This design comes from an exercise in tuning for small area, a short achievable clock period and few clock cycles per item on the open sky130 flow, not from production work.
Only simulation tests tie the RTL to the original design; equivalence was not proved.
No activity file was given, so power comes from the tool's default toggle rates.

$ cat config.mk
export PLATFORM = sky130hd
export DESIGN_NAME = MatrixMultiplier
export DESIGN_NICKNAME = MatrixMultiplier
export VERILOG_FILES = /design/flow/design.v
export SDC_FILE = /design/flow/constraint.sdc
export NUM_CORES = 4
export LEC_CHECK = 0
export CAP_MARGIN = 20
export CORE_MARGIN = 2
export CORE_UTILIZATION = 60
export SETUP_SLACK_MARGIN = 2.3
export SLEW_MARGIN = 20
$ cat constraint.sdc
create_clock -name core_clock -period 5.5 [get_ports {CLK}]
set_input_delay 1.1000 -clock core_clock [delete_from_list [all_inputs] [get_ports {CLK}]]
set_output_delay 1.1000 -clock core_clock [all_outputs]
set_load 0.01 [all_outputs]
$ cat design.v
module FSM(
    input  wire CLK,
    input  wire NRST,
    input  wire START,
    output reg  RUN,      
    output reg  DONE,     
    output wire IDLE
);
assign IDLE = ~RUN;
always @(posedge CLK or negedge NRST) begin
    if (!NRST) begin
        RUN  <= 1'b0;
        DONE <= 1'b0;
    end else begin
        RUN  <= RUN | START;
        DONE <= RUN;
    end
end
endmodule
module Multiplier(
    input  wire [7:0]  A,
    input  wire [7:0]  B,
    output wire [15:0] P
);
assign P = $signed(A) * $signed(B);
endmodule
module Accumulator(
    input  wire         CLK,
    input  wire         CLR,     
    input  wire         HOLD,    
    input  wire [7:0]   A,
    input  wire [7:0]   B,
    output wire [16:0]  OUT
);
wire [16:0] OUTv;
wire [7:0] Ag = A & {8{~HOLD}};
wire EN = ~HOLD;
reg st_0_0;
reg st_0_1;
reg st_1_0;
reg st_2_0;
reg st_3_0;
reg st_4_0;
reg st_5_0;
reg st_5_1;
reg st_6_0;
reg st_6_1;
reg st_7_0;
reg st_7_1;
reg st_8_0;
reg st_8_1;
reg st_9_0;
reg st_9_1;
reg st_10_0;
reg st_10_1;
reg st_11_0;
reg st_11_1;
reg st_12_0;
reg st_12_1;
reg st_13_0;
reg st_13_1;
reg st_14_0;
reg st_14_1;
reg st_15_0;
reg st_16_0;
wire pp_0_0 = (Ag[0] & B[0]);
wire pp_0_1 = (Ag[0] & B[1]);
wire pp_0_2 = (Ag[0] & B[2]);
wire pp_0_3 = (Ag[0] & B[3]);
wire pp_0_4 = (Ag[0] & B[4]);
wire pp_0_5 = (Ag[0] & B[5]);
wire pp_0_6 = (Ag[0] & B[6]);
wire pp_0_7 = ~(Ag[0] & B[7]);
wire pp_1_0 = (Ag[1] & B[0]);
wire pp_1_1 = (Ag[1] & B[1]);
wire pp_1_2 = (Ag[1] & B[2]);
wire pp_1_3 = (Ag[1] & B[3]);
wire pp_1_4 = (Ag[1] & B[4]);
wire pp_1_5 = (Ag[1] & B[5]);
wire pp_1_6 = (Ag[1] & B[6]);
wire pp_1_7 = ~(Ag[1] & B[7]);
wire pp_2_0 = (Ag[2] & B[0]);
wire pp_2_1 = (Ag[2] & B[1]);
wire pp_2_2 = (Ag[2] & B[2]);
wire pp_2_3 = (Ag[2] & B[3]);
wire pp_2_4 = (Ag[2] & B[4]);
wire pp_2_5 = (Ag[2] & B[5]);
wire pp_2_6 = (Ag[2] & B[6]);
wire pp_2_7 = ~(Ag[2] & B[7]);
wire pp_3_0 = (Ag[3] & B[0]);
wire pp_3_1 = (Ag[3] & B[1]);
wire pp_3_2 = (Ag[3] & B[2]);
wire pp_3_3 = (Ag[3] & B[3]);
wire pp_3_4 = (Ag[3] & B[4]);
wire pp_3_5 = (Ag[3] & B[5]);
wire pp_3_6 = (Ag[3] & B[6]);
wire pp_3_7 = ~(Ag[3] & B[7]);
wire pp_4_0 = (Ag[4] & B[0]);
wire pp_4_1 = (Ag[4] & B[1]);
wire pp_4_2 = (Ag[4] & B[2]);
wire pp_4_3 = (Ag[4] & B[3]);
wire pp_4_4 = (Ag[4] & B[4]);
wire pp_4_5 = (Ag[4] & B[5]);
wire pp_4_6 = (Ag[4] & B[6]);
wire pp_4_7 = ~(Ag[4] & B[7]);
wire pp_5_0 = (Ag[5] & B[0]);
wire pp_5_1 = (Ag[5] & B[1]);
wire pp_5_2 = (Ag[5] & B[2]);
wire pp_5_3 = (Ag[5] & B[3]);
wire pp_5_4 = (Ag[5] & B[4]);
wire pp_5_5 = (Ag[5] & B[5]);
wire pp_5_6 = (Ag[5] & B[6]);
wire pp_5_7 = ~(Ag[5] & B[7]);
wire pp_6_0 = (Ag[6] & B[0]);
wire pp_6_1 = (Ag[6] & B[1]);
wire pp_6_2 = (Ag[6] & B[2]);
wire pp_6_3 = (Ag[6] & B[3]);
wire pp_6_4 = (Ag[6] & B[4]);
wire pp_6_5 = (Ag[6] & B[5]);
wire pp_6_6 = (Ag[6] & B[6]);
wire pp_6_7 = ~(Ag[6] & B[7]);
wire pp_7_0 = ~(Ag[7] & B[0]);
wire pp_7_1 = ~(Ag[7] & B[1]);
wire pp_7_2 = ~(Ag[7] & B[2]);
wire pp_7_3 = ~(Ag[7] & B[3]);
wire pp_7_4 = ~(Ag[7] & B[4]);
wire pp_7_5 = ~(Ag[7] & B[5]);
wire pp_7_6 = ~(Ag[7] & B[6]);
wire pp_7_7 = (Ag[7] & B[7]);
wire sg_0 = OUTv[0] & ~CLR;
wire sg_1 = OUTv[1] & ~CLR;
wire sg_2 = OUTv[2] & ~CLR;
wire sg_3 = OUTv[3] & ~CLR;
wire sg_4 = OUTv[4] & ~CLR;
wire sg_5 = OUTv[5] & ~CLR;
wire sg_6 = OUTv[6] & ~CLR;
wire sg_7 = OUTv[7] & ~CLR;
wire sg_8 = OUTv[8] & ~CLR;
wire sg_9 = OUTv[9] & ~CLR;
wire sg_10 = OUTv[10] & ~CLR;
wire sg_11 = OUTv[11] & ~CLR;
wire sg_12 = OUTv[12] & ~CLR;
wire sg_13 = OUTv[13] & ~CLR;
wire sg_14 = OUTv[14] & ~CLR;
wire sg_15 = OUTv[15] & ~CLR;
wire sg_16 = OUTv[16] & ~CLR;
wire s1 = sg_1 ^ pp_0_1 ^ pp_1_0;
wire c2 = (sg_1 & pp_0_1) | (sg_1 & pp_1_0) | (pp_0_1 & pp_1_0);
wire s3 = sg_2 ^ pp_0_2 ^ pp_1_1;
wire c4 = (sg_2 & pp_0_2) | (sg_2 & pp_1_1) | (pp_0_2 & pp_1_1);
wire s5 = pp_2_0 ^ c2 ^ s3;
wire c6 = (pp_2_0 & c2) | (pp_2_0 & s3) | (c2 & s3);
wire s7 = sg_3 ^ pp_0_3 ^ pp_1_2;
wire c8 = (sg_3 & pp_0_3) | (sg_3 & pp_1_2) | (pp_0_3 & pp_1_2);
wire s9 = pp_2_1 ^ pp_3_0 ^ c4;
wire c10 = (pp_2_1 & pp_3_0) | (pp_2_1 & c4) | (pp_3_0 & c4);
wire s11 = s7 ^ c6 ^ s9;
wire c12 = (s7 & c6) | (s7 & s9) | (c6 & s9);
wire s13 = sg_4 ^ pp_0_4 ^ pp_1_3;
wire c14 = (sg_4 & pp_0_4) | (sg_4 & pp_1_3) | (pp_0_4 & pp_1_3);
wire s15 = pp_2_2 ^ pp_3_1 ^ pp_4_0;
wire c16 = (pp_2_2 & pp_3_1) | (pp_2_2 & pp_4_0) | (pp_3_1 & pp_4_0);
wire s17 = c8 ^ s13 ^ s15;
wire c18 = (c8 & s13) | (c8 & s15) | (s13 & s15);
wire s19 = c10 ^ s17 ^ c12;
wire c20 = (c10 & s17) | (c10 & c12) | (s17 & c12);
wire s21 = sg_5 ^ pp_0_5 ^ pp_1_4;
wire c22 = (sg_5 & pp_0_5) | (sg_5 & pp_1_4) | (pp_0_5 & pp_1_4);
wire s23 = pp_2_3 ^ pp_3_2 ^ pp_4_1;
wire c24 = (pp_2_3 & pp_3_2) | (pp_2_3 & pp_4_1) | (pp_3_2 & pp_4_1);
wire s25 = pp_5_0 ^ c14 ^ c16;
wire c26 = (pp_5_0 & c14) | (pp_5_0 & c16) | (c14 & c16);
wire s27 = s21 ^ s23 ^ c18;
wire c28 = (s21 & s23) | (s21 & c18) | (s23 & c18);
wire s29 = s25 ^ s27;
wire c30 = s25 & s27;
wire s31 = sg_6 ^ pp_0_6 ^ pp_1_5;
wire c32 = (sg_6 & pp_0_6) | (sg_6 & pp_1_5) | (pp_0_6 & pp_1_5);
wire s33 = pp_2_4 ^ pp_3_3 ^ pp_4_2;
wire c34 = (pp_2_4 & pp_3_3) | (pp_2_4 & pp_4_2) | (pp_3_3 & pp_4_2);
wire s35 = pp_5_1 ^ pp_6_0 ^ c22;
wire c36 = (pp_5_1 & pp_6_0) | (pp_5_1 & c22) | (pp_6_0 & c22);
wire s37 = c24 ^ s31 ^ s33;
wire c38 = (c24 & s31) | (c24 & s33) | (s31 & s33);
wire s39 = c26 ^ s35 ^ s37;
wire c40 = (c26 & s35) | (c26 & s37) | (s35 & s37);
wire s41 = c28 ^ s39;
wire c42 = c28 & s39;
wire s43 = pp_0_7 ^ pp_1_6 ^ pp_2_5;
wire c44 = (pp_0_7 & pp_1_6) | (pp_0_7 & pp_2_5) | (pp_1_6 & pp_2_5);
wire s45 = pp_3_4 ^ pp_4_3 ^ pp_5_2;
wire c46 = (pp_3_4 & pp_4_3) | (pp_3_4 & pp_5_2) | (pp_4_3 & pp_5_2);
wire s47 = pp_6_1 ^ pp_7_0 ^ sg_7;
wire c48 = (pp_6_1 & pp_7_0) | (pp_6_1 & sg_7) | (pp_7_0 & sg_7);
wire s49 = c32 ^ c34 ^ s43;
wire c50 = (c32 & c34) | (c32 & s43) | (c34 & s43);
wire s51 = s45 ^ s47 ^ c36;
wire c52 = (s45 & s47) | (s45 & c36) | (s47 & c36);
wire s53 = c38 ^ s49 ^ s51;
wire c54 = (c38 & s49) | (c38 & s51) | (s49 & s51);
wire s55 = c40 ^ c42;
wire c56 = c40 & c42;
wire s57 = 1'b1 ^ pp_1_7 ^ pp_2_6;
wire c58 = (1'b1 & pp_1_7) | (1'b1 & pp_2_6) | (pp_1_7 & pp_2_6);
wire s59 = pp_3_5 ^ pp_4_4 ^ pp_5_3;
wire c60 = (pp_3_5 & pp_4_4) | (pp_3_5 & pp_5_3) | (pp_4_4 & pp_5_3);
wire s61 = pp_6_2 ^ pp_7_1 ^ sg_8;
wire c62 = (pp_6_2 & pp_7_1) | (pp_6_2 & sg_8) | (pp_7_1 & sg_8);
wire s63 = c44 ^ c46 ^ s57;
wire c64 = (c44 & c46) | (c44 & s57) | (c46 & s57);
wire s65 = s59 ^ c48 ^ s61;
wire c66 = (s59 & c48) | (s59 & s61) | (c48 & s61);
wire s67 = c50 ^ s63 ^ s65;
wire c68 = (c50 & s63) | (c50 & s65) | (s63 & s65);
wire s69 = c52 ^ c54 ^ s67;
wire c70 = (c52 & c54) | (c52 & s67) | (c54 & s67);
wire s71 = pp_2_7 ^ pp_3_6 ^ pp_4_5;
wire c72 = (pp_2_7 & pp_3_6) | (pp_2_7 & pp_4_5) | (pp_3_6 & pp_4_5);
wire s73 = pp_5_4 ^ pp_6_3 ^ pp_7_2;
wire c74 = (pp_5_4 & pp_6_3) | (pp_5_4 & pp_7_2) | (pp_6_3 & pp_7_2);
wire s75 = sg_9 ^ c58 ^ c60;
wire c76 = (sg_9 & c58) | (sg_9 & c60) | (c58 & c60);
wire s77 = s71 ^ s73 ^ c62;
wire c78 = (s71 & s73) | (s71 & c62) | (s73 & c62);
wire s79 = c64 ^ s75 ^ c66;
wire c80 = (c64 & s75) | (c64 & c66) | (s75 & c66);
wire s81 = s77 ^ c68 ^ s79;
wire c82 = (s77 & c68) | (s77 & s79) | (c68 & s79);
wire s83 = pp_3_7 ^ pp_4_6 ^ pp_5_5;
wire c84 = (pp_3_7 & pp_4_6) | (pp_3_7 & pp_5_5) | (pp_4_6 & pp_5_5);
wire s85 = pp_6_4 ^ pp_7_3 ^ sg_10;
wire c86 = (pp_6_4 & pp_7_3) | (pp_6_4 & sg_10) | (pp_7_3 & sg_10);
wire s87 = c72 ^ c74 ^ s83;
wire c88 = (c72 & c74) | (c72 & s83) | (c74 & s83);
wire s89 = s85 ^ c76 ^ c78;
wire c90 = (s85 & c76) | (s85 & c78) | (c76 & c78);
wire s91 = s87 ^ c80 ^ s89;
wire c92 = (s87 & c80) | (s87 & s89) | (c80 & s89);
wire s93 = pp_4_7 ^ pp_5_6 ^ pp_6_5;
wire c94 = (pp_4_7 & pp_5_6) | (pp_4_7 & pp_6_5) | (pp_5_6 & pp_6_5);
wire s95 = pp_7_4 ^ sg_11 ^ c84;
wire c96 = (pp_7_4 & sg_11) | (pp_7_4 & c84) | (sg_11 & c84);
wire s97 = s93 ^ c86 ^ c88;
wire c98 = (s93 & c86) | (s93 & c88) | (c86 & c88);
wire s99 = s95 ^ c90 ^ s97;
wire c100 = (s95 & c90) | (s95 & s97) | (c90 & s97);
wire s101 = pp_5_7 ^ pp_6_6 ^ pp_7_5;
wire c102 = (pp_5_7 & pp_6_6) | (pp_5_7 & pp_7_5) | (pp_6_6 & pp_7_5);
wire s103 = sg_12 ^ c94 ^ s101;
wire c104 = (sg_12 & c94) | (sg_12 & s101) | (c94 & s101);
wire s105 = c96 ^ s103 ^ c98;
wire c106 = (c96 & s103) | (c96 & c98) | (s103 & c98);
wire s107 = pp_6_7 ^ pp_7_6 ^ sg_13;
wire c108 = (pp_6_7 & pp_7_6) | (pp_6_7 & sg_13) | (pp_7_6 & sg_13);
wire s109 = c102 ^ s107 ^ c104;
wire c110 = (c102 & s107) | (c102 & c104) | (s107 & c104);
wire s111 = pp_7_7 ^ sg_14 ^ c108;
wire c112 = (pp_7_7 & sg_14) | (pp_7_7 & c108) | (sg_14 & c108);
wire s113 = 1'b1 ^ sg_15 ^ c112;
wire c114 = (1'b1 & sg_15) | (1'b1 & c112) | (sg_15 & c112);
wire s115 = 1'b1 ^ sg_16 ^ c114;
wire c116 = (1'b1 & sg_16) | (1'b1 & c114) | (sg_16 & c114);
always @(posedge CLK) begin
    st_0_0 <= sg_0;
    st_0_1 <= pp_0_0;
    st_1_0 <= s1;
    st_2_0 <= s5;
    st_3_0 <= s11;
    st_4_0 <= s19;
    st_5_0 <= c20;
    st_5_1 <= s29;
    st_6_0 <= c30;
    st_6_1 <= s41;
    st_7_0 <= s53;
    st_7_1 <= s55;
    st_8_0 <= c56;
    st_8_1 <= s69;
    st_9_0 <= c70;
    st_9_1 <= s81;
    st_10_0 <= c82;
    st_10_1 <= s91;
    st_11_0 <= c92;
    st_11_1 <= s99;
    st_12_0 <= c100;
    st_12_1 <= s105;
    st_13_0 <= s109;
    st_13_1 <= c106;
    st_14_0 <= s111;
    st_14_1 <= c110;
    st_15_0 <= s113;
    st_16_0 <= s115;
end
wire [16:0] r0 = {st_16_0, st_15_0, st_14_0, st_13_0, st_12_0, st_11_0, st_10_0, st_9_0, st_8_0, st_7_0, st_6_0, st_5_0, st_4_0, st_3_0, st_2_0, st_1_0, st_0_0};
wire [16:0] r1 = {1'b0, 1'b0, st_14_1, st_13_1, st_12_1, st_11_1, st_10_1, st_9_1, st_8_1, st_7_1, st_6_1, st_5_1, 1'b0, 1'b0, 1'b0, 1'b0, st_0_1};
wire [16:0] r2 = {1'b0, 1'b0, 1'b0, 1'b0, 1'b0, 1'b0, 1'b0, 1'b0, 1'b0, 1'b0, 1'b0, 1'b0, 1'b0, 1'b0, 1'b0, 1'b0, 1'b0};
assign OUTv = r0 + r1;
assign OUT = OUTv;
endmodule
module MatrixMultiplier(
input   wire            CLK,
input   wire            NRST,  
input   wire            START,
input   wire    [7:0]   A,
input   wire    [7:0]   B,
output  wire    [16:0]  OUT,
output  wire            OUT_STROBE
);
wire run, done, idle;
FSM U1(.CLK(CLK), .NRST(NRST), .START(START), .RUN(run), .DONE(done), .IDLE(idle));
Accumulator U3(.CLK(CLK), .CLR(idle), .HOLD(done), .A(A), .B(B), .OUT(OUT));
assign OUT_STROBE = done;
endmodule
$ cat flow/run.sh
#!/bin/bash
# Standard ORFS layout with these changes:
#  - flow/fapol.py then picks each full adder's polarity (a full adder is self-dual) and
#    swaps single-output gates for their complements, so that few inverters remain between
#    adders; registers and ports are untouched by both;
#  - the port buffers are buf_1 (sized up by repair as needed) instead of the delay-cell
#    buffer that buffer_ports picks by default.
set -euo pipefail
R=orfs/results/sky130hd/MatrixMultiplier/base
bash standard.sh synth > standard_synth.log 2>&1
cp $R/1_2_yosys.v yosys_netlist_orig.v
python3 flow/unfactor.py yosys_netlist_orig.v netlist_unfactor.v > unfactor.log 2>&1
python3 flow/fapol.py netlist_unfactor.v $R/1_2_yosys.v > fapol.log 2>&1
rm -f $R/1_synth.odb $R/1_synth.sdc
bash standard.sh synth > standard_synth2.log 2>&1
bash standard.sh "BUFFER_PORTS_ARGS=-buffer_cell sky130_fd_sc_hd__buf_1" finish > standard_finish.log 2>&1
$ cat flow/fapol.py
#!/usr/bin/env python3
"""Choose the polarity of each full adder in a Yosys netlist so that fewer inverters are needed.

A full adder is self-dual: inverting its three inputs inverts both outputs.  Yosys's
extract_fa picks each adder's polarity from whatever form ABC left the logic in, and puts
an inverter wherever two adders disagree.  This pass flips adders (swapping the nets on
their pins for the opposite-polarity nets) to minimise the inverters, then removes the
inverters left without loads.  Registers, ports and all other cells are untouched.

usage: fapol.py IN.v OUT.v
"""
import re, sys
from collections import defaultdict

src = open(sys.argv[1]).read()
OUTPINS = {'X', 'Y', 'Q', 'Q_N', 'SUM', 'COUT', 'HI', 'LO'}
cell_re = re.compile(r'^(\s*)(sky130_fd_sc_hd__\w+)\s+(\S+)\s*\((.*?)\);\n', re.S | re.M)
pin_re = re.compile(r'\.(\w+)\(\s*(.*?)\s*\)(?=\s*,|\s*$)', re.S)

cells = []   # [type, name, {pin: net}, order]
spans = []
for m in cell_re.finditer(src):
    pins = {}
    order = []
    for pm in pin_re.finditer(m.group(4)):
        pins[pm.group(1)] = pm.group(2).strip()
        order.append(pm.group(1))
    cells.append([m.group(2), m.group(3), pins, order])
    spans.append((m.start(), m.end()))
head = src[:spans[0][0]]
tail = src[spans[-1][1]:]
# port nets
ports = set()
for m in re.finditer(r'^\s*(input|output)\s+(\[(\d+):(\d+)\]\s+)?(\S+);', head, re.M):
    nm = m.group(5)
    if m.group(2):
        hi, lo = int(m.group(3)), int(m.group(4))
        for i in range(min(hi, lo), max(hi, lo) + 1):
            ports.add(f'{nm}[{i}]')
    ports.add(nm)

def is_inv(t): return re.match(r'sky130_fd_sc_hd__(clk)?inv_\d+$', t) is not None
COMP = {}
for a, b in [('nand2', 'and2'), ('nor2', 'or2'), ('nand3', 'and3'), ('nor3', 'or3'),
             ('nand4', 'and4'), ('nor4', 'or4'), ('xor2', 'xnor2'), ('a21oi', 'a21o'),
             ('o21ai', 'o21a'), ('a22oi', 'a22o'), ('o22ai', 'o22a'), ('a211oi', 'a211o'),
             ('o211ai', 'o211a'), ('a31oi', 'a31o'), ('o31ai', 'o31a'), ('a32oi', 'a32o'),
             ('nor2b', 'or2b'), ('nand2b', 'and2b'), ('xor3', 'xnor3')]:
    COMP[a] = b
    COMP[b] = a
def outpin(base):
    if base in ('xor2', 'xor3'):
        return 'X'
    if base in ('xnor2', 'xnor3'):
        return 'X' if base == 'xnor3' else 'Y'
    return 'Y' if (base.endswith('i') or base.startswith('n')) else 'X'
def swappable(t):
    m = re.match(r'sky130_fd_sc_hd__(\w+?)_(\d+)$', t)
    return m is not None and m.group(1) in COMP
def is_fa(t): return re.match(r'sky130_fd_sc_hd__fa_\d+$', t) is not None

driver = {}
for ci, (t, n, pins, _) in enumerate(cells):
    for p, net in pins.items():
        if p in OUTPINS:
            driver[net] = (ci, p)

def root(net):
    par = 0
    chain = [(net, 0)]
    while net in driver and is_inv(cells[driver[net][0]][0]):
        net = cells[driver[net][0]][2]['A']
        par ^= 1
        chain.append((net, par))
    return net, par

# consumers: (ci, pin) of non-inverter cells
roots = {}
cons = defaultdict(list)   # root -> [(ci, pin, parity)]
chainnets = defaultdict(dict)  # root -> {net: parity}
for ci, (t, n, pins, _) in enumerate(cells):
    for p, net in pins.items():
        if p in OUTPINS:
            continue
        r, par = root(net)
        if is_inv(t):
            continue
        cons[r].append((ci, p, par))
for net in list(driver.keys()) + list(ports):
    r, par = root(net)
    chainnets[r][net] = par
for r in list(cons.keys()):
    chainnets[r][r] = 0

# frozen roots: chain touches a port, or root not driven by a cell
frozen = set()
for r, nets in chainnets.items():
    if r not in driver or any(x in ports for x in nets):
        frozen.add(r)

fas = [ci for ci, c in enumerate(cells) if is_fa(c[0])]
flip = {ci: 0 for ci in fas}
for r in frozen:
    if r in driver and driver[r][0] in flip:
        del flip[driver[r][0]]   # its output polarity is pinned

def produced(r):
    if r in driver and driver[r][0] in flip:
        return flip[driver[r][0]]
    return 0

def root_cost(r):
    needs = set()
    for ci, p, par in cons[r]:
        q = par ^ (flip.get(ci, 0))
        # stored parity par is relative to the original netlist, where r carries r^0
        needs.add(q)
    if r in frozen:
        have = set(chainnets[r].values())
        return len(needs - have) + sum(1 for x, v in chainnets[r].items() if v == 1 and x != r)
    if r in driver and swappable(cells[driver[r][0]][0]) and r not in ports:
        return 1 if len(needs) > 1 else 0
    P = produced(r)
    return 1 if (needs - {P}) else 0

rootset = set(cons.keys()) | set(chainnets.keys())
def total():
    return sum(root_cost(r) for r in rootset)

# roots each FA touches
touch = defaultdict(set)
for r in rootset:
    for ci, p, par in cons[r]:
        if ci in flip:
            touch[ci].add(r)
    if r in driver and driver[r][0] in flip:
        touch[driver[r][0]].add(r)

before = total()
# start from a 2-colouring of the adder-to-adder connections: flip[X] ^ flip[Y] should equal
# the parity of the inverter chain between them (then that link needs no inverter)
adj = defaultdict(list)
for r in rootset:
    if r in driver and driver[r][0] in flip:
        x = driver[r][0]
        for ci, p, par in cons[r]:
            if ci in flip:
                adj[x].append((ci, par))
                adj[ci].append((x, par))
seen = {}
comps = []
for s0 in flip:
    if s0 in seen:
        continue
    seen[s0] = 0
    comp = [s0]
    stack = [s0]
    while stack:
        x = stack.pop()
        for y, par in adj[x]:
            if y not in seen:
                seen[y] = seen[x] ^ par
                comp.append(y)
                stack.append(y)
    comps.append(comp)
for comp in comps:
    best = None
    for g in (0, 1):
        for x in comp:
            flip[x] = seen[x] ^ g
        c = total()
        if best is None or c < best[0]:
            best = (c, g)
    for x in comp:
        flip[x] = seen[x] ^ best[1]
improved = True
while improved:
    improved = False
    for ci in flip:
        rs = touch[ci]
        c0 = sum(root_cost(r) for r in rs)
        flip[ci] ^= 1
        c1 = sum(root_cost(r) for r in rs)
        if c1 < c0:
            improved = True
        else:
            flip[ci] ^= 1
after = total()

# rewrite
newcells = []
swapped = [0]
ninv = [0]
invnet = {}
def get_inv(net):
    if net not in invnet:
        ninv[0] += 1
        nn = f'_fapol_n{ninv[0]}_'
        newcells.append(['sky130_fd_sc_hd__inv_1', f'_fapol_i{ninv[0]}_', {'A': net, 'Y': nn}, ['A', 'Y']])
        invnet[net] = nn
    return invnet[net]

for r in rootset:
    if r in frozen:
        have = {}
        for x, v in chainnets[r].items():
            have.setdefault(v, x)
        for ci, p, par in cons[r]:
            q = par ^ flip.get(ci, 0)
            if q in have:
                cells[ci][2][p] = have[q]
            else:
                cells[ci][2][p] = get_inv(have[1 - q])
        continue
    P = produced(r)
    needs = set(par ^ flip.get(ci, 0) for ci, p, par in cons[r])
    if r in driver and swappable(cells[driver[r][0]][0]) and needs == {1}:
        dc = cells[driver[r][0]]
        m = re.match(r'sky130_fd_sc_hd__(\w+?)_(\d+)$', dc[0])
        base = m.group(1); nb = COMP[base]
        op, np_ = outpin(base), outpin(nb)
        assert dc[2][op] == r
        dc[0] = f'sky130_fd_sc_hd__{nb}_1'
        del dc[2][op]; dc[2][np_] = r
        dc[3] = [np_ if x == op else x for x in dc[3]]
        swapped[0] += 1
        P = 1
    for ci, p, par in cons[r]:
        q = par ^ flip.get(ci, 0)
        cells[ci][2][p] = r if q == P else get_inv(r)

# drop inverters without loads (repeat for chains)
used = defaultdict(int)
allcells = cells + newcells
dead = set()
while True:
    used = defaultdict(int)
    for k, c in enumerate(allcells):
        if k in dead:
            continue
        for p, net in c[2].items():
            if p not in OUTPINS:
                used[net] += 1
    more = False
    for k, c in enumerate(allcells):
        if k in dead or not is_inv(c[0]):
            continue
        y = c[2]['Y']
        if used[y] == 0 and y not in ports:
            dead.add(k); more = True
    if not more:
        break

kept_inv = sum(1 for k, c in enumerate(allcells) if k not in dead and is_inv(c[0]))
orig_inv = sum(1 for c in cells if is_inv(c[0]))
out = [head]
decl = ''.join(f'  wire {nn};\n' for nn in invnet.values())
out[0] = head.rstrip('\n') + '\n' + decl if decl else head
for k, (t, n, pins, order) in enumerate(allcells):
    if k in dead:
        continue
    body = ',\n'.join(f'    .{p}({pins[p]})' for p in order)
    # keep a space after escaped identifiers
    body = re.sub(r'(\\\S+)\)', r'\1 )', body)
    out.append(f'  {t} {n} (\n{body}\n  );\n')
out.append(tail)
open(sys.argv[2], 'w').write(''.join(out))
print(f'fapol: {len(fas)} full adders, {sum(flip.values())} flipped, {swapped[0]} gates swapped; inverters {orig_inv} -> {kept_inv} (cost {before} -> {after})', file=sys.stderr)
$ cat flow/unfactor.py
#!/usr/bin/env python3
"""Fold the gating of an input port into the gates that use it.

ABC shares the hold gating of each operand bit (g = a & ~hold) between the eight
partial-product gates that use it, which puts a gate with eight loads between the input
port and the adder tree.  This pass gives each partial-product gate the gating input
itself (g & b becomes and3(a, b, en); ~(g & b) becomes nand3(a, b, en)), with en = ~hold
from one new inverter, and removes the shared gates.  Registers and ports are untouched.

usage: unfactor.py IN.v OUT.v
"""
import re, sys
from collections import defaultdict

src = open(sys.argv[1]).read()
OUTPINS = {'X', 'Y', 'Q', 'Q_N', 'SUM', 'COUT', 'HI', 'LO'}
cell_re = re.compile(r'^(\s*)(sky130_fd_sc_hd__\w+)\s+(\S+)\s*\((.*?)\);\n', re.S | re.M)
pin_re = re.compile(r'\.(\w+)\(\s*(.*?)\s*\)(?=\s*,|\s*$)', re.S)
cells = []
spans = []
for m in cell_re.finditer(src):
    pins = {}
    order = []
    for pm in pin_re.finditer(m.group(4)):
        pins[pm.group(1)] = pm.group(2).strip()
        order.append(pm.group(1))
    cells.append([m.group(2), m.group(3), pins, order])
    spans.append((m.start(), m.end()))
head = src[:spans[0][0]]
tail = src[spans[-1][1]:]
inputs = set()
for m in re.finditer(r'^\s*input\s+(\[(\d+):(\d+)\]\s+)?(\S+);', head, re.M):
    nm = m.group(4)
    if m.group(1):
        for i in range(min(int(m.group(2)), int(m.group(3))), max(int(m.group(2)), int(m.group(3))) + 1):
            inputs.add(f'{nm}[{i}]')
    else:
        inputs.add(nm)

def base(t):
    return re.match(r'sky130_fd_sc_hd__(\w+?)_(\d+)$', t).group(1)

loads = defaultdict(list)
for ci, c in enumerate(cells):
    for p, n in c[2].items():
        if p not in OUTPINS:
            loads[n].append((ci, p))

dead = set()
newcells = []
newwires = []
en_of = {}   # hold net -> en net
folded = 0
for gi, g in enumerate(cells):
    if base(g[0]) != 'nor2b':
        continue
    h, a = g[2]['A'], g[2]['B_N']        # Y = ~h & a
    if a not in inputs:
        continue
    y = g[2]['Y']
    ls = loads[y]
    bufs = []
    # look through buffers ABC put after the shared gate
    while len(ls) == 1 and re.match(r'(clk)?buf$', base(cells[ls[0][0]][0])):
        bufs.append(ls[0][0])
        ls = loads[cells[ls[0][0]][2]['X']]
    if not ls or any(base(cells[ci][0]) not in ('and2', 'nand2') for ci, p in ls):
        continue
    if h not in en_of:
        en = f'_unf_en{len(en_of)}_'
        newwires.append(en)
        newcells.append(['sky130_fd_sc_hd__inv_1', f'_unf_i{len(en_of)}_', {'A': h, 'Y': en}, ['A', 'Y']])
        en_of[h] = en
    en = en_of[h]
    for ci, p in ls:
        c = cells[ci]
        other = c[2]['B' if p == 'A' else 'A']
        if base(c[0]) == 'and2':
            c[0] = 'sky130_fd_sc_hd__and3_1'
            c[2] = {'A': a, 'B': other, 'C': en, 'X': c[2]['X']}
            c[3] = ['A', 'B', 'C', 'X']
        else:
            c[0] = 'sky130_fd_sc_hd__nand3_1'
            c[2] = {'A': a, 'B': other, 'C': en, 'Y': c[2]['Y']}
            c[3] = ['A', 'B', 'C', 'Y']
        folded += 1
    dead.add(gi)
    dead.update(bufs)

out = [head.rstrip('\n') + '\n' + ''.join(f'  wire {w};\n' for w in newwires)]
for k, (t, n, pins, order) in enumerate(cells + newcells):
    if k in dead:
        continue
    body = ',\n'.join(f'    .{p}({pins[p]})' for p in order)
    body = re.sub(r'(\\\S+)\)', r'\1 )', body)
    out.append(f'  {t} {n} (\n{body}\n  );\n')
out.append(tail)
open(sys.argv[2], 'w').write(''.join(out))
print(f'unfactor: {len(dead)} shared gating gates removed, {folded} gates given the gating input', file=sys.stderr)
$ cat standard.sh
#!/bin/bash
# synth_recipe.tcl (not shown) runs the flow's synth.tcl, then flattens the netlist and writes it again
# the make line also repeats each setting of config.mk as NAME=value (left out here)
make -C /OpenROAD-flow-scripts/flow DESIGN_CONFIG=/design/flow/config.mk WORK_HOME=/design/flow/orfs CLKGATE_MAP_FILE= SYNTH_SCRIPT=/design/flow/synth_recipe.tcl "${@:-finish}"
==> results of run 1 <==
-- path summary, 6_finish.rpt --
kind,cells past startpoint,startpoint,to,slack [ns]
worst max-delay path,9,U3.st_6_0$_DFF_P_,U3.st_8_1$_DFF_P_,2.21
worst min-delay path,1,NRST,U1.RUN$_DFF_PN0_,0.58
worst max register to register,9,U3.st_6_0$_DFF_P_,U3.st_8_1$_DFF_P_,2.21
worst min register to register,2,U3.st_0_0$_DFF_P_,U3.st_0_0$_DFF_P_,0.63
max in group asynchronous,1,NRST,U1.DONE$_DFF_PN0_,4.78
min in group core_clock,2,U3.st_0_0$_DFF_P_,U3.st_0_0$_DFF_P_,0.63
-- power breakdown --
| group | internal [mW] | switching [mW] |
|---|---|---|
| clock | 0.101 | 0.0810 |
| combinational | 0.586 | 0.726 |
| sequential | 0.328 | 0.0591 |
-- layer usage --
| metal | share of wire | track usage | vias up |
|---|---|---|---|
| met5 | 0 | 0 | - |
| met4 | 0.014 | 0.0929 | 0 |
| met3 | 0.078 | 0.0933 | 7 |
| met2 | 0.46 | 0.419 | 79 |
| met1 | 0.45 | 0.369 | 1105 |
| li1 | - | - | 1012 |
-- cell type report --
type / instances / area [sq um] / area share
Clock buffer: 7 / 86.3 / 0.0251
Inverter: 9 / 37.5 / 0.0109
Clock inverter: 1 / 5.00 / 0.00145
Timing Repair inverter: 3 / 20.0 / 0.00581
Multi-Input combinational cell: 219 / 2410 / 0.698
Tap cell: 54 / 67.6 / 0.0196
Timing Repair Buffer: 42 / 206 / 0.0599
Sequential cell: 30 / 617 / 0.179
-- through the flow --
| step | hold slack, ns | utilization | total power, mW | cells | cell area (sq um) |
|---|---|---|---|---|---|
| after floorplan | 0.352 | - | 1.31 | 263 | 2930 |
| after global placement | 0.597 | 0.662 | 1.56 | 348 | 3110 |
| after detailed placement | 0.613 | 0.662 | 1.61 | 348 | 3110 |
| after CTS | 0.576 | 0.717 | 1.85 | 363 | 3360 |
| after global routing | 0.581 | 0.734 | 2.07 | 365 | 3450 |
| final | 0.582 | 0.734 | 1.88 | 365 | 3450 |
-- repair_timing --
item                                   in CTS  in global routing
endpoints found under the hold margin       0                  0
pin swaps                                   7                 10
setup buffers                               4                  2
setup endpoints to repair                  22                 16
gates cloned                                3                  0
gates resized for setup                    33                 20
==> metrics.md, run 1 <==
| Metric | Value |
|---|---|
| Status | no timing/DRC/antenna violations |
| PwrDens | 546 nW/um^2 |
| Mapped Cells | 263 |
| Clock skew | 0.00655 ns |
| # nets final | 399 |
| Max-slew violations | 0 |
| Initial core utilization | 0.620 |
| Setup crit start kind | register |
| Max IR drop VDD | 0.277 mV |
| Leading cell types in the layout, fill and taps excluded | and3_1, fa_1, dfxtp_1, buf_1, nand3_1 |
| Critical path class | register to register |
| Post-DP HPWL | 4930 um |
| Post-CTS Hold Fix Bufs | 0 |
| Routed WL per cell | 18.6 um |
| Warnings, synthesis | 2 |
| Slew HR | 0.630 |
| Critical-path cell list | ha_4, nand4_4, o221a_4, xnor2_2, and2_4, fa_1, fa_1, fa_1, fa_1 |
| Min Tclk post-route | 3.29 ns |
| Clk buf depth | 2 |
| Area Overhead vs Synth | 18.4% |
| DRC | 0 |
| Hold crit path type | primary input to asynchronous set/reset pin |
| Reg clk slew, reported paths | 0.07 ns |
| CTS tree | done |
| I/O Buffers | 36 |
| Worst skew pair latency | 0.28 ns |
| Share of cells above drive strength 1 | 0.238 |
| GRT overflow | 0 |
| Antenna violations before repair | 0 |
| CP max FO | 3 |
| Clock H-tree levels | 2 |
| Crit end category | register |
| Max Cap Viol | 0 |
| Critical Path RT | 5.66 ns |
| Fin. Hold Viols | 0 |
| Most common cell after layout, fill and taps aside | and3_1 |
| Root buf cell | clkbuf_8 |
| Core Area | 4690 sq um |
| Via/cell ratio | 6.04 |
| DP Worst Slack | 1.83 ns |
| First drt pass iteration count | 4 |
| CP peak stage delay | 0.51 ns |
| Row count | 25 |
| Setup ws final | 2.21 ns |
| Ports | 37 |
| Critical Path Most Common Cell | fa_1 |
| Mapped Area | 2910 sq um |
| Die area | 5420 sq um |
| Syn Area/Cell | 11.1 sq um |
| Critical path buffer and inverter count | 0 |
| Via count | 2,203 |
| Final setup TNS | 0 ns |
| Crit-path leading delay family | adder cells |
| Initial drt markers | 102 |
| Crit path DAT | 3.44 ns |
| Clk sinks | 30 |
| TritonCTS Buffers | 5 |
| ANT cells | 0 |
| Crit path max-delay cell type | fa_1 |
| Least-Margin Pin Slew | 0.551 ns |
| Fill count | 345 |
| Global-route wire length before repair | 10,900 um |
| P_leak | 1.62 nW |
| Fin crit share | 0.598 |
| Final setup violation count | 0 |
| GRT Overall Usage | 0.274 |
| Routability cong. | 0.831 |
| Die Span Y | 73.6 um |
| RSZ-0062 raised after global routing | yes |
| Largest net degree at the start of global routing | 21 |
| Synth Net Count | 352 |
| Number of global-route vias before repair | 2,215 |
| Die W | 73.6 um |
| Post-route ant nets | 0 |
| Fmax achieved | 304 MHz |
| Routed WL | 6780 um |
Testbench counts, summed over its fixed seeds: cycles 4,800, items 2,400.
==> inputs of run 2 (changes only) <==
--- a/config.mk
+++ b/config.mk
@@ -8,5 +8,5 @@
 export CAP_MARGIN = 20
 export CORE_MARGIN = 2
 export CORE_UTILIZATION = 60
-export SETUP_SLACK_MARGIN = 2.3
+export SETUP_SLACK_MARGIN = 2.0
 export SLEW_MARGIN = 20
==> metrics.md, run 2 <==
| Metric | Value |
|---|---|
| P_leak | 1.59 nW (-1.6%) |
| Global-route wire length before repair | 9980 um (-8.1%) |
| Reg2reg start | U3.st_0_1$_DFF_P_ |
| Critical-path cell list | ha_4, ha_4, buf_4, a31oi_1, xnor2_1, and2_4, fa_1, fa_1, fa_1, ha_1, ha_1 |
| Final setup TNS | 0 ns (unchanged) |
| Hold crit path type | primary input to asynchronous set/reset pin |
| Via/cell ratio | 5.76 (-4.5%) |
| Synth Net Count | 352 (unchanged) |
| Slew HR | 0.643 (+0.0129) |
| Min Tclk post-route | 3.45 ns (+0.168 ns) |
| Die Span Y | 73.6 um (unchanged) |
| Clock H-tree levels | 2 (unchanged) |
| Max-slew violations | 0 (unchanged) |
| # nets final | 395 (-1.0%) |
| Antenna violations before repair | 0 (unchanged) |
| Placed cell count | 349 (+0.29%) |
| Met1 usage | 0.391 (+0.0220) |
| Met3 Track Usage GR | 0.0357 (-0.0576) |
| Initial core utilization | 0.620 (unchanged) |
| Pwr Total | 1.82 mW (-3.4%) |
| Area Overhead vs Synth | 13.6% |
| Post-route ant nets | 0 (unchanged) |
| Least-Margin Pin Slew | 0.535 ns (-0.0163 ns) |
| Row count | 25 (unchanged) |
| Status | no timing/DRC/antenna violations |
| Routed WL | 6390 um (-5.7%) |
| Critical path class | register to register |
| Critical Path RT | 5.67 ns (about the same) |
| Reg clk slew, reported paths | 0.07 ns (about the same) |
| Min Hold Slack | 0.587 ns (+0.00476 ns) |
| Die area | 5420 sq um (unchanged) |
| Reg2Reg Depth | 11 (+2) |
| Ports | 37 (unchanged) |
| GRT Overall Usage | 0.255 (-0.0194) |
| Mapped Area | 2910 sq um (unchanged) |
| Share of cells above drive strength 1 | 0.117 (-0.121) |
| Warnings, synthesis | 2 (unchanged) |
| Core Area | 4690 sq um (unchanged) |
| Worst skew pair latency | 0.29 ns (about the same) |
| Most common cell after layout, fill and taps aside | fa_1 |
| Crit end category | register |
| Max IR drop VDD | 0.297 mV (+7.3%) |
| Leading cell types in the layout, fill and taps excluded | fa_1, and3_1, buf_1, dfxtp_1, nand3_1 |
| Syn Area/Cell | 11.1 sq um (unchanged) |
| Terminus of the critical flop-to-flop path | U3.st_7_1$_DFF_P_ |
| Clk buf depth | 2 (unchanged) |
| Number of global-route vias before repair | 2,022 (-8.7%) |
| Setup crit start kind | register |
| Post-CTS Hold Fix Bufs | 0 (unchanged) |
| Via count | 2,081 (-5.5%) |
| Initial drt markers | 117 (+15%) |
| Fill count | 361 (+4.6%) |
| Crit path from | U3.st_0_1$_DFF_P_ |
| DRC | 0 (unchanged) |
| Die W | 73.6 um (unchanged) |
| Final setup violation count | 0 (unchanged) |
| CTS tree | done |
| Mapped Cells | 263 (unchanged) |
| Fin. Hold Viols | 0 (unchanged) |
| Root buf cell | clkbuf_8 |
| TritonCTS Buffers | 5 (unchanged) |
| Critical Path Most Common Cell | fa_1 |
| Worst setup path endpoint | U3.st_7_1$_DFF_P_ |
| Post-DP HPWL | 5000 um (+1.4%) |
| RSZ-0062 raised after global routing | no |
| PwrDens | 549 nW/um^2 (+0.61%) |
| Met2 usage in global routing | 0.371 (-0.0476) |
| Max Cap Viol | 0 (unchanged) |
| GR peak layer | met1 |
| GRT overflow | 0 (unchanged) |
| Crit path DAT | 3.62 ns (+0.18 ns) |
| Finished Layout Cells | 361 (-1.1%) |
| Fin crit share | 0.628 (+0.0305) |
| Largest net degree at the start of global routing | 65 (+210%) |
| Routed WL per cell | 17.7 um (-4.6%) |
| I/O Buffers | 36 (unchanged) |
| Clock skew | 0.00872 ns (+0.00217 ns) |
| Fmax achieved | 289 MHz (-4.9%) |
| CP peak stage delay | 0.57 ns (+0.06 ns) |
| ANT cells | 0 (unchanged) |
| Clk sinks | 30 (unchanged) |
| CP max FO | 3 (unchanged) |
| Flop2flop setup slack | 2.05 ns (-0.17 ns) |
| First drt pass iteration count | 4 (unchanged) |
| Routability cong. | 0.848 (+2.1%) |
| Crit path max-delay cell type | fa_1 |
==> run 2: where the power goes <==
| group | total, mW | switching [mW] | leakage, nW | internal (mW) |
|---|---|---|---|---|
| clock network | 0.185 | 0.0840 | 0.0482 | 0.101 |
| logic | 1.25 | 0.697 | 1.29 | 0.551 |
| registers | 0.382 | 0.0552 | 0.252 | 0.327 |
| total | 1.82 | 0.837 | 1.59 | 0.978 |
==> run 2: critical path: cells and delay by family, from the launching register on <==
| kind | cells | cell delay, ns |
|---|---|---|
| fa+ha+maj | 7 | 2.29 |
| flops | 1 | 0.34 |
| compound gates | 1 | 0.21 |
| simple gates | 1 | 0.20 |
| xor+xnor | 1 | 0.15 |
| buf+inv | 1 | 0.14 |
==> run 2: cell type report <==
cell class,instances,area [sq um],share of cell area
clock buffer,7,86.3,0.0261
tap,54,67.6,0.0204
timing repair buffer,41,175,0.0530
clock inverter,1,5.00,0.00151
sequential,30,613,0.185
inverter,9,33.8,0.0102
multi-input combinational,219,2330,0.703
==> run 2: worst min-delay path by stage <==
stage / startpoint / to / slack, ns / depth (start not counted)
floorplan: U1.RUN$_DFF_PN0_ / U1.DONE$_DFF_PN0_ / 0.35 / 0
global placement: U3.st_16_0$_DFF_P_ / U3.st_16_0$_DFF_P_ / 0.60 / 3
detailed placement: U3.st_16_0$_DFF_P_ / U3.st_16_0$_DFF_P_ / 0.62 / 3
CTS: NRST / U1.DONE$_DFF_PN0_ / 0.58 / 1
global route: NRST / U1.DONE$_DFF_PN0_ / 0.58 / 1
finish: NRST / U1.DONE$_DFF_PN0_ / 0.59 / 1
==> run 2: per-stage QoR <==
stage / cell area, sq um / utilization / worst slack, ns
detailed placement: 3090 / 0.658 / 1.74
finish: 3310 / 0.705 / 2.05
CTS: 3180 / 0.678 / 2.01
floorplan: 2910 / - / 2.05
global route: 3310 / 0.705 / 1.98
global placement: 3090 / 0.658 / 1.79
==> run 2: metal layers <==
layer  up-vias  share of wire
met5         -              0
met3        11          0.042
met4         0          0.021
met1      1015           0.49
li1       1004              -
met2        51           0.44
==> run 2: timing repair <==
| item | CTS | global route |
|---|---|---|
| endpoints found under the setup margin | 1 | 4 |
| gates cloned | 0 | 0 |
| pin swaps | 0 | 5 |
| buffers inserted | 0 | 4 |
| resized for setup | 1 | 17 |
==> inputs of run 3 (changes only) <==
--- a/config.mk
+++ b/config.mk
@@ -7,6 +7,6 @@
 export LEC_CHECK = 0
 export CAP_MARGIN = 20
 export CORE_MARGIN = 2
-export CORE_UTILIZATION = 60
+export CORE_UTILIZATION = 70
 export SETUP_SLACK_MARGIN = 2.0
 export SLEW_MARGIN = 20
==> metrics.md, run 3 <==
| Metric | Value |
|---|---|
| Via/cell ratio | 5.96 (+3.3%) |
| Number of global-route vias before repair | 1,917 (-5.2%) |
| P_leak | 1.56 nW (-2.1%) |
| Root buf cell | clkbuf_8 |
| CP max FO | 3 (unchanged) |
| Area of the multi-input gates | 2290 sq um (-1.7%) |
| Share of cells above drive strength 1 | 0.0825 (-0.0348) |
| DRC | 0 (unchanged) |
| Die area | 4690 sq um (-14%) |
| Post-DP HPWL | 4870 um (-2.5%) |
| GRT Overall Usage | 0.290 (+0.0349) |
| TritonCTS Buffers | 5 (unchanged) |
| Reg clk slew, reported paths | 0.06 ns (about the same) |
| Worst skew pair latency | 0.28 ns (about the same) |
| Reg2reg start | U3.st_5_1$_DFF_P_ |
| Row count | 23 (-8.0%) |
| Least-Margin Pin Slew | 0.515 ns (-0.0199 ns) |
| Clock skew | 0.00767 ns (-0.00105 ns) |
| Core Area | 4000 sq um (-15%) |
| Fin crit share | 0.621 (-0.00757) |
| ANT cells | 0 (unchanged) |
| Crit path max-delay cell type | fa_1 |
| Seq. cell area | 611 sq um (-0.41%) |
| Critical-path cell list | ha_1, nand4_2, o221a_4, xnor2_1, and2_4, fa_1, fa_1, fa_1, fa_1 |
| Die Span Y | 68.5 um (-7.0%) |
| Crit end category | register |
| Leading cell types in the layout, fill and taps excluded | fa_1, and3_1, buf_1, dfxtp_1, nand3_1 |
| Post-route ant nets | 0 (unchanged) |
| Clk sinks | 30 (unchanged) |
| Warnings, synthesis | 2 (unchanged) |
| Setup crit start kind | register |
| Fill count | 272 (-25%) |
| Placed cell count | 345 (-1.1%) |
| CTS tree | done |
| Synth Net Count | 352 (unchanged) |
| Crit path DAT | 3.57 ns (-0.05 ns) |
| Largest net degree at the start of global routing | 65 (unchanged) |
| PwrDens | 553 nW/um^2 (+0.82%) |
| Mapped Area | 2910 sq um (unchanged) |
| Initial core utilization | 0.728 (+0.107) |
| Min Tclk post-route | 3.41 ns (-0.0416 ns) |
| Slew HR | 0.657 (+0.0133) |
| Hold crit path type | primary input to asynchronous set/reset pin |
| Routability cong. | 0.903 (+6.4%) |
| GRT overflow | 0 (unchanged) |
| Most common cell after layout, fill and taps aside | fa_1 |
| Critical Path RT | 5.65 ns (-0.02 ns) |
| Die W | 68.5 um (-7.0%) |
| Critical path class | register to register |
| Critical Path Most Common Cell | fa_1 |
| RSZ-0062 raised after global routing | yes |
| Clock H-tree levels | 2 (unchanged) |
| Crit-path leading delay family | adder cells |
| Mapped Cells | 263 (unchanged) |
| I/O Buffers | 36 (unchanged) |
| Syn Area/Cell | 11.1 sq um (unchanged) |
| Ports | 37 (unchanged) |
| Clk buf depth | 2 (unchanged) |
| Global-route wire length before repair | 9500 um (-4.8%) |
| Fmax achieved | 293 MHz (+1.2%) |
| Finished Layout Cells | 353 (-2.2%) |
| Terminus of the critical flop-to-flop path | U3.st_8_1$_DFF_P_ |
| DP Worst Slack | 1.76 ns (+0.0174 ns) |
| Critical path buffer and inverter count | 0 (-1) |
| Setup Buffers After CTS | 0 (unchanged) |
| Reg2Reg Depth | 9 (-2) |
| Status | no timing/DRC/antenna violations |
| Max Cap Viol | 0 (unchanged) |
| Final setup violation count | 0 (unchanged) |
| Flop2flop setup slack | 2.09 ns (+0.04 ns) |
| Fin. Hold Viols | 0 (unchanged) |
| Area Overhead vs Synth | 10.9% |
| Via count | 2,103 (+1.1%) |
| Final setup TNS | 0 ns (unchanged) |
| Routed WL | 6170 um (-3.5%) |
| # nets final | 391 (-1.0%) |
| CP peak stage delay | 0.51 ns (-0.06 ns) |
| Max IR drop VDD | 0.337 mV (+14%) |
| Antenna violations before repair | 0 (unchanged) |
| Setup ws final | 2.09 ns (+0.0416 ns) |
| Min Hold Slack | 0.597 ns (+0.0105 ns) |
| Initial drt markers | 134 (+15%) |
| First drt pass iteration count | 4 (unchanged) |
| Pwr Total | 1.79 mW (-1.6%) |
| Max-slew violations | 0 (unchanged) |
| Routed WL per cell | 17.5 um (-1.3%) |
==> run 3: repair_timing <==
| action | CTS | global route |
|---|---|---|
| resized for setup | 0 | 10 |
| endpoints found under the setup margin | 0 | 7 |
| hold buffers | 0 | 0 |
==> run 3: worst reg2reg max path, delay by kind of cell (launching register included) <==
family,cells,cell delay [ns]
xor gates and xnor gates,1,0.21
adders and majority gates,5,2.14
DFF,1,0.30
AOI/OAI and AO/OA,1,0.31
and+or+nand+nor,2,0.33
==> run 3: stage by stage <==
stage / instance area (sq um) / util
after CTS: 3180 / 0.794
after floorplan: 2910 / -
after detailed placement: 3080 / 0.771
after global routing: 3230 / 0.807
after global placement: 3080 / 0.771
final: 3230 / 0.807
==> run 3: worst max-delay path by stage <==
stage	start	to	slack, ns	cells past startpoint
final	U3.st_5_1$_DFF_P_	U3.st_8_1$_DFF_P_	2.09	9
after CTS	U3.st_6_1$_DFF_P_	U3.st_8_1$_DFF_P_	2.03	9
after global routing	U3.st_0_1$_DFF_P_	U3.st_8_1$_DFF_P_	1.96	10
after global placement	B[5]	U3.st_8_1$_DFF_P_	1.80	7
after floorplan	B[5]	U3.st_8_1$_DFF_P_	2.05	6
after detailed placement	B[5]	U3.st_8_1$_DFF_P_	1.76	7
==> run 3: cell type report <==
cell class	instances	area share
multi-input combinational	219	0.709
tap	50	0.0194
inverter	9	0.0105
clock buffer	7	0.0267
clock inverter	1	0.00155
timing repair buffer	37	0.0442
sequential	30	0.189
==> run 3: power by group <==
part	internal, mW	switching (mW)	total [mW]	leakage (nW)
sequential	0.326	0.0499	0.376	0.251
clock	0.101	0.0819	0.183	0.0482
combinational	0.534	0.694	1.23	1.26
total	0.961	0.826	1.79	1.56
==> run 3: metal layers <==
layer	vias up	global-route usage	routed length, um
met3	4	0.0559	371
met4	0	0.0775	40
met5	-	0	0
met2	80	0.425	2850
met1	1025	0.443	2910
li1	994	-	-
==> inputs of run 4 (changes only) <==
--- a/config.mk
+++ b/config.mk
@@ -10,3 +10,4 @@
 export CORE_UTILIZATION = 70
 export SETUP_SLACK_MARGIN = 2.0
 export SLEW_MARGIN = 20
+export TNS_END_PERCENT = 20
==> metrics.md, run 4 <==
| Metric | Value |
|---|---|
| Status | no timing/DRC/antenna violations |
| Slew HR | 0.660 (+0.00327) |
| Routed WL per cell | 18.1 um (+3.4%) |
| Setup Buffers After CTS | 0 (unchanged) |
| Area Overhead vs Synth | 10.9% (about the same) |
| RSZ-0062 raised after global routing | yes |
| Number of global-route vias before repair | 1,991 (+3.9%) |
| First drt pass iteration count | 4 (unchanged) |
| Pwr Total | 1.82 mW (+1.7%) |
| Max IR drop VDD | 0.311 mV (-7.6%) |
| Reg clk slew, reported paths | 0.06 ns (about the same) |
| Detail Route met3 WL | 450 um (+21%) |
| CTS tree | done |
| Warnings, synthesis | 2 (unchanged) |
| Die W | 68.5 um (unchanged) |
| DRC | 0 (unchanged) |
| Fin crit share | 0.628 (+0.00748) |
| Die area | 4690 sq um (unchanged) |
| Crit end category | register |
| Crit path DAT | 3.62 ns (+0.05 ns) |
| Largest net degree at the start of global routing | 65 (unchanged) |
| Via count | 2,137 (+1.6%) |
| Most common cell after layout, fill and taps aside | fa_1 |
| Root buf cell | clkbuf_8 |
| Ports | 37 (unchanged) |
| Post-DP HPWL | 5090 um (+4.6%) |
| Share of cells above drive strength 1 | 0.0858 (+0.00330) |
| GRT Overall Usage | 0.303 (+0.0130) |
| Global-route wire length before repair | 9890 um (+4.1%) |
| Seq. cell area | 611 sq um (unchanged) |
| Fill count | 272 (unchanged) |
| Post-route ant nets | 0 (unchanged) |
| GRT overflow | 0 (unchanged) |
| Row count | 23 (unchanged) |
| Max Cap Viol | 0 (unchanged) |
| Max-slew violations | 0 (unchanged) |
| Wire length on met2 | 3000 um (+5.1%) |
| DP Worst Slack | 1.74 ns (-0.0180 ns) |
| Routed WL | 6380 um (+3.4%) |
| Syn Area/Cell | 11.1 sq um (unchanged) |
| Fin. Hold Viols | 0 (unchanged) |
| Least-Margin Pin Slew | 0.510 ns (-0.00490 ns) |
| ANT cells | 0 (unchanged) |
| Clock H-tree levels | 2 (unchanged) |
| # nets final | 391 (unchanged) |
| Routability cong. | 0.922 (+2.1%) |
| Clock skew | 0.00187 ns (-0.00580 ns) |
| Synth Net Count | 352 (unchanged) |
| I/O Buffers | 36 (unchanged) |
| Setup ws final | 2.05 ns (-0.0412 ns) |
| Worst skew pair latency | 0.28 ns (about the same) |
| Final setup violation count | 0 (unchanged) |
| P_leak | 1.58 nW (+1.1%) |
| Initial drt markers | 174 (+30%) |
| Via/cell ratio | 6.05 (+1.6%) |
| Clk sinks | 30 (unchanged) |
| Fmax achieved | 289 MHz (-1.2%) |
| Hold crit path type | primary input to asynchronous set/reset pin |
| Mapped Area | 2910 sq um (unchanged) |
| PwrDens | 563 nW/um^2 (+1.7%) |
| Leading cell types in the layout, fill and taps excluded | fa_1, and3_1, buf_1, dfxtp_1, nand3_1 |
| Area of the multi-input gates | 2280 sq um (-0.16%) |
| Core Area | 4000 sq um (unchanged) |
| Final setup TNS | 0 ns (unchanged) |
| Critical path class | register to register |
| Min Tclk post-route | 3.45 ns (+0.0412 ns) |
| Critical Path RT | 5.67 ns (+0.02 ns) |
| Die Span Y | 68.5 um (unchanged) |
| Clk buf depth | 2 (unchanged) |
| Antenna violations before repair | 0 (unchanged) |
| Met1 Wirelength | 2900 um (-0.14%) |
| CP max FO | 3 (unchanged) |
| Initial core utilization | 0.728 (unchanged) |
| Max Used Layer | met4 |
| Setup crit start kind | register |
| TritonCTS Buffers | 5 (unchanged) |
| Mapped Cells | 263 (unchanged) |
-- run 4: cell types whose count changed in the layout (fill, tap and decap cells not counted), sizes merged --
cell,change
buf,-2
clkbuf,+2
-- run 4: repair_timing --
item	4_1_cts	5_1_grt
hold buffers	0	0
gates resized for setup	0	11
endpoints found under the setup margin	0	6
hold endpoints to repair	0	0
-- run 4: path summary, 6_finish.rpt --
path,start,endpoint,slack (ns),cells after the start
max in group asynchronous,NRST,U1.RUN$_DFF_PN0_,4.77,1
hold / removal,NRST,U1.DONE$_DFF_PN0_,0.60,1
hold reg to reg,U3.st_16_0$_DFF_P_,U3.st_16_0$_DFF_P_,0.63,3
setup reg to reg,U3.st_5_1$_DFF_P_,U3.st_7_1$_DFF_P_,2.05,10
setup / recovery,U3.st_5_1$_DFF_P_,U3.st_7_1$_DFF_P_,2.05,10
min in group core_clock,U3.st_16_0$_DFF_P_,U3.st_16_0$_DFF_P_,0.63,3
-- run 4: layer usage --
layer,up-vias,track usage
met5,-,0
met4,0,0.0750
met3,4,0.0461
met2,88,0.460
met1,1050,0.459
li1,995,-
-- run 4: area by class of cell --
| cell class | count | area share |
|---|---|---|
| timing repair buffer | 37 | 0.0450 |
| sequential | 30 | 0.189 |
| tap | 50 | 0.0194 |
| multi-input combinational | 219 | 0.708 |
| clock buffer | 7 | 0.0268 |
| clock inverter | 1 | 0.00155 |
| inverter | 9 | 0.0105 |
-- run 4: worst max-delay path: stages (launching register included) --
cell and delay, ns:
dfxtp_1 0.30, ha_1 0.33, and3_2 0.19, a31oi_1 0.23, xnor2_1 0.16, and2_1 0.21
fa_1 0.50, fa_1 0.53, fa_1 0.42, ha_1 0.20, ha_1 0.26
-- run 4: per-stage QoR --
step,instances,instance area (sq um),util,hold slack [ns]
floorplan,263,2910,-,0.352
global placement,345,3080,0.771,0.598
detailed placement,345,3080,0.771,0.626
CTS,353,3180,0.794,0.591
global route,353,3230,0.807,0.588
finish,353,3230,0.807,0.598
-- run 4: where the power goes --
group | switching (mW) | total [mW] | internal (mW)
logic | 0.715 | 1.26 | 0.544
registers | 0.0502 | 0.377 | 0.326
clock network | 0.0806 | 0.181 | 0.101
==> inputs of run 5 (changes only) <==
--- a/config.mk
+++ b/config.mk
@@ -8,6 +8,6 @@
 export CAP_MARGIN = 20
 export CORE_MARGIN = 2
 export CORE_UTILIZATION = 70
-export SETUP_SLACK_MARGIN = 2.0
+export SETUP_SLACK_MARGIN = 2.3
 export SLEW_MARGIN = 20
 export TNS_END_PERCENT = 20
==> metrics.md, run 5 <==
| Metric | Value |
|---|---|
| Final setup TNS | 0 ns (unchanged) |
| Max-slew violations | 0 (unchanged) |
| Placed cell area | 3090 sq um (+0.16%) |
| Worst skew pair latency | 0.27 ns (about the same) |
| First drt pass iteration count | 4 (unchanged) |
| Routed WL per cell | 18.1 um (+0.39%) |
| Fmax achieved | 299 MHz (+3.4%) |
| Area of the multi-input gates | 2380 sq um (+4.3%) |
| Max Cap Viol | 0 (unchanged) |
| CP max FO | 8 (+5) |
| Seq. cell area | 613 sq um (+0.41%) |
| Post-layout util | 0.840 (+0.0338) |
| Setup crit start kind | primary input |
| DRC | 0 (unchanged) |
| Worst path depth | 7 (-3) |
| Post-route ant nets | 0 (unchanged) |
| CTS tree | done |
| Global-route wire length before repair | 10,400 um (+4.7%) |
| Max IR drop VDD | 0.342 mV (+9.7%) |
| Warnings, synthesis | 2 (unchanged) |
| Reg2reg start | U3.st_5_1$_DFF_P_ |
| Reg2Reg Depth | 10 (unchanged) |
| Most common cell after layout, fill and taps aside | and3_1 |
| Clk sinks | 30 (unchanged) |
| Core Area | 4000 sq um (unchanged) |
| Setup ws final | 2.16 ns (+0.115 ns) |
| Slew HR | 0.641 (-0.0192) |
| Via/cell ratio | 6.01 (-0.80%) |
| Routability cong. | 0.865 (-6.2%) |
| Fin. Hold Viols | 0 (unchanged) |
| Routed WL | 6460 um (+1.2%) |
| Mapped Area | 2910 sq um (unchanged) |
| Critical Path RT | 5.65 ns (-0.02 ns) |
| Critical path class | primary input to register |
| GRT overflow | 0 (unchanged) |
| Min Tclk post-route | 3.34 ns (-0.115 ns) |
| Die area | 4690 sq um (unchanged) |
| Status | no timing/DRC/antenna violations |
| GRT Overall Usage | 0.311 (+0.00842) |
| Via count | 2,138 (+0.047%) |
| Largest net degree at the start of global routing | 65 (unchanged) |
| Clock skew | 0.00602 ns (+0.00415 ns) |
| ANT cells | 0 (unchanged) |
| Flop2flop setup slack | 2.17 ns (+0.12 ns) |
| Number of global-route vias before repair | 2,126 (+6.8%) |
| Post-DP HPWL | 4850 um (-4.9%) |
| Initial drt markers | 120 (-31%) |
| Crit path max-delay cell type | fa_1 |
| Final setup violation count | 0 (unchanged) |
| Critical-path cell list | buf_2, and3_1, fa_1, fa_2, fa_1, fa_2, fa_1 |
| Ports | 37 (unchanged) |
| Terminus of the critical flop-to-flop path | U3.st_7_1$_DFF_P_ |
| I/O Buffers | 36 (unchanged) |
| Crit path DAT | 3.49 ns (-0.13 ns) |
| Post-CTS Hold Fix Bufs | 0 (unchanged) |
| Die W | 68.5 um (unchanged) |
| Antenna violations before repair | 0 (unchanged) |
| Reg clk slew, reported paths | 0.06 ns (about the same) |
| Pwr Total | 1.88 mW (+3.5%) |
| Least-Margin Pin Slew | 0.539 ns (+0.0287 ns) |
| P_leak | 1.62 nW (+3.1%) |
| # nets final | 395 (+1.0%) |
| TritonCTS Buffers | 5 (unchanged) |
| Clk buf depth | 2 (unchanged) |
| Synth Net Count | 352 (unchanged) |
| Mapped Cells | 263 (unchanged) |
| Fin crit share | 0.607 (-0.0209) |
| Initial core utilization | 0.728 (unchanged) |
| Final Cell Area | 3360 sq um (+4.2%) |
| CP peak stage delay | 0.47 ns (-0.06 ns) |
| DP Worst Slack | 1.84 ns (+0.103 ns) |
| PwrDens | 559 nW/um^2 (-0.63%) |
| Crit-path leading delay family | adder cells |
| Fill count | 228 (-16%) |
| Critical Path Most Common Cell | fa_1 |
| RSZ-0062 raised after global routing | yes |
| Clock H-tree levels | 2 (unchanged) |
| Critical path buffer and inverter count | 1 (+1) |
| Die Span Y | 68.5 um (unchanged) |
| Hold crit path type | primary input to asynchronous set/reset pin |
| Syn Area/Cell | 11.1 sq um (unchanged) |
| Leading cell types in the layout, fill and taps excluded | and3_1, fa_1, dfxtp_1, buf_1, nand3_1 |
| Crit end category | register |
| Share of cells above drive strength 1 | 0.196 (+0.110) |
| Area Overhead vs Synth | 15.5% |
| Row count | 23 (unchanged) |
| Root buf cell | clkbuf_8 |
-- run 5: layer usage --
layer,vias up,GRT usage,part of all wire
met5,-,0,0
met4,0,0.0800,0.014
met3,8,0.0477,0.063
met2,74,0.482,0.47
met1,1055,0.461,0.46
li1,1001,-,-
-- run 5: what timing repair did --
item	CTS	global route
pin swaps	3	7
setup buffers	1	3
resized for setup	19	25
endpoints found under the setup margin	15	23
-- run 5: worst max path at each step --
stage / startpoint / to
2_1_floorplan: B[5] / U3.st_8_1$_DFF_P_
3_3_place_gp: B[5] / U3.st_8_1$_DFF_P_
3_5_place_dp: B[4] / U3.st_8_1$_DFF_P_
4_1_cts: B[5] / U3.st_8_1$_DFF_P_
5_1_grt: U3.st_0_1$_DFF_P_ / U3.st_8_1$_DFF_P_
6_report: B[4] / U3.st_8_1$_DFF_P_
-- run 5: cell type report --
type                       instances  area share
clock buffer                       5      0.0205
inverter                           9      0.0100
sequential                        30       0.182
multi-input combinational        219       0.708
clock inverter                     2     0.00298
timing repair buffer              41      0.0573
tap                               50      0.0186
-- run 5: power breakdown --
part | internal, mW | switching [mW]
sequential | 0.327 | 0.0588
combinational | 0.597 | 0.733
clock | 0.0847 | 0.0804
-- run 5: metrics by stage --
stage	std cells	hold slack (ns)
finish	356	0.592
global route	356	0.600
CTS	353	0.592
detailed placement	345	0.607
global placement	345	0.599
floorplan	263	0.352

==> separate check: timing with driven ports <==
Ports are ideal in the flow. The routed layouts listed here were re-timed in OpenROAD. Step 1 sets driving cells, clkbuf_16 on the clock port and buf_2 on the other inputs (assumed; they add their load-dependent delay and slew). Step 2 also shifts input and output timing later by t, the mid clock arrival at the registers, as if the neighbouring blocks saw the same clock. Three values: no drivers, after step 1, after step 2; two values: the first two.
| run | t, ns | slack for setup (ns) | slew at the worst register clock pin (ns) |
|---|---|---|---|
| run 1 | 0.312 | 2.213 / 2.213 / 1.931 | 0.07 / 0.07 |
| run 2 | 0.308 | 2.045 / 2.045 / 1.783 | 0.07 / 0.07 |
| run 3 | 0.304 | 2.087 / 2.087 / 1.792 | 0.07 / 0.07 |
| run 4 | 0.302 | 2.045 / 2.045 / 1.785 | 0.06 / 0.06 |
| run 5 | 0.301 | 2.160 / 2.171 / 1.870 | 0.06 / 0.06 |
After both steps setup and hold are still met in every run listed. For run 3, which loses most, drivers alone change the setup slack by 0.000 ns; drivers and shift together by -0.295 ns.
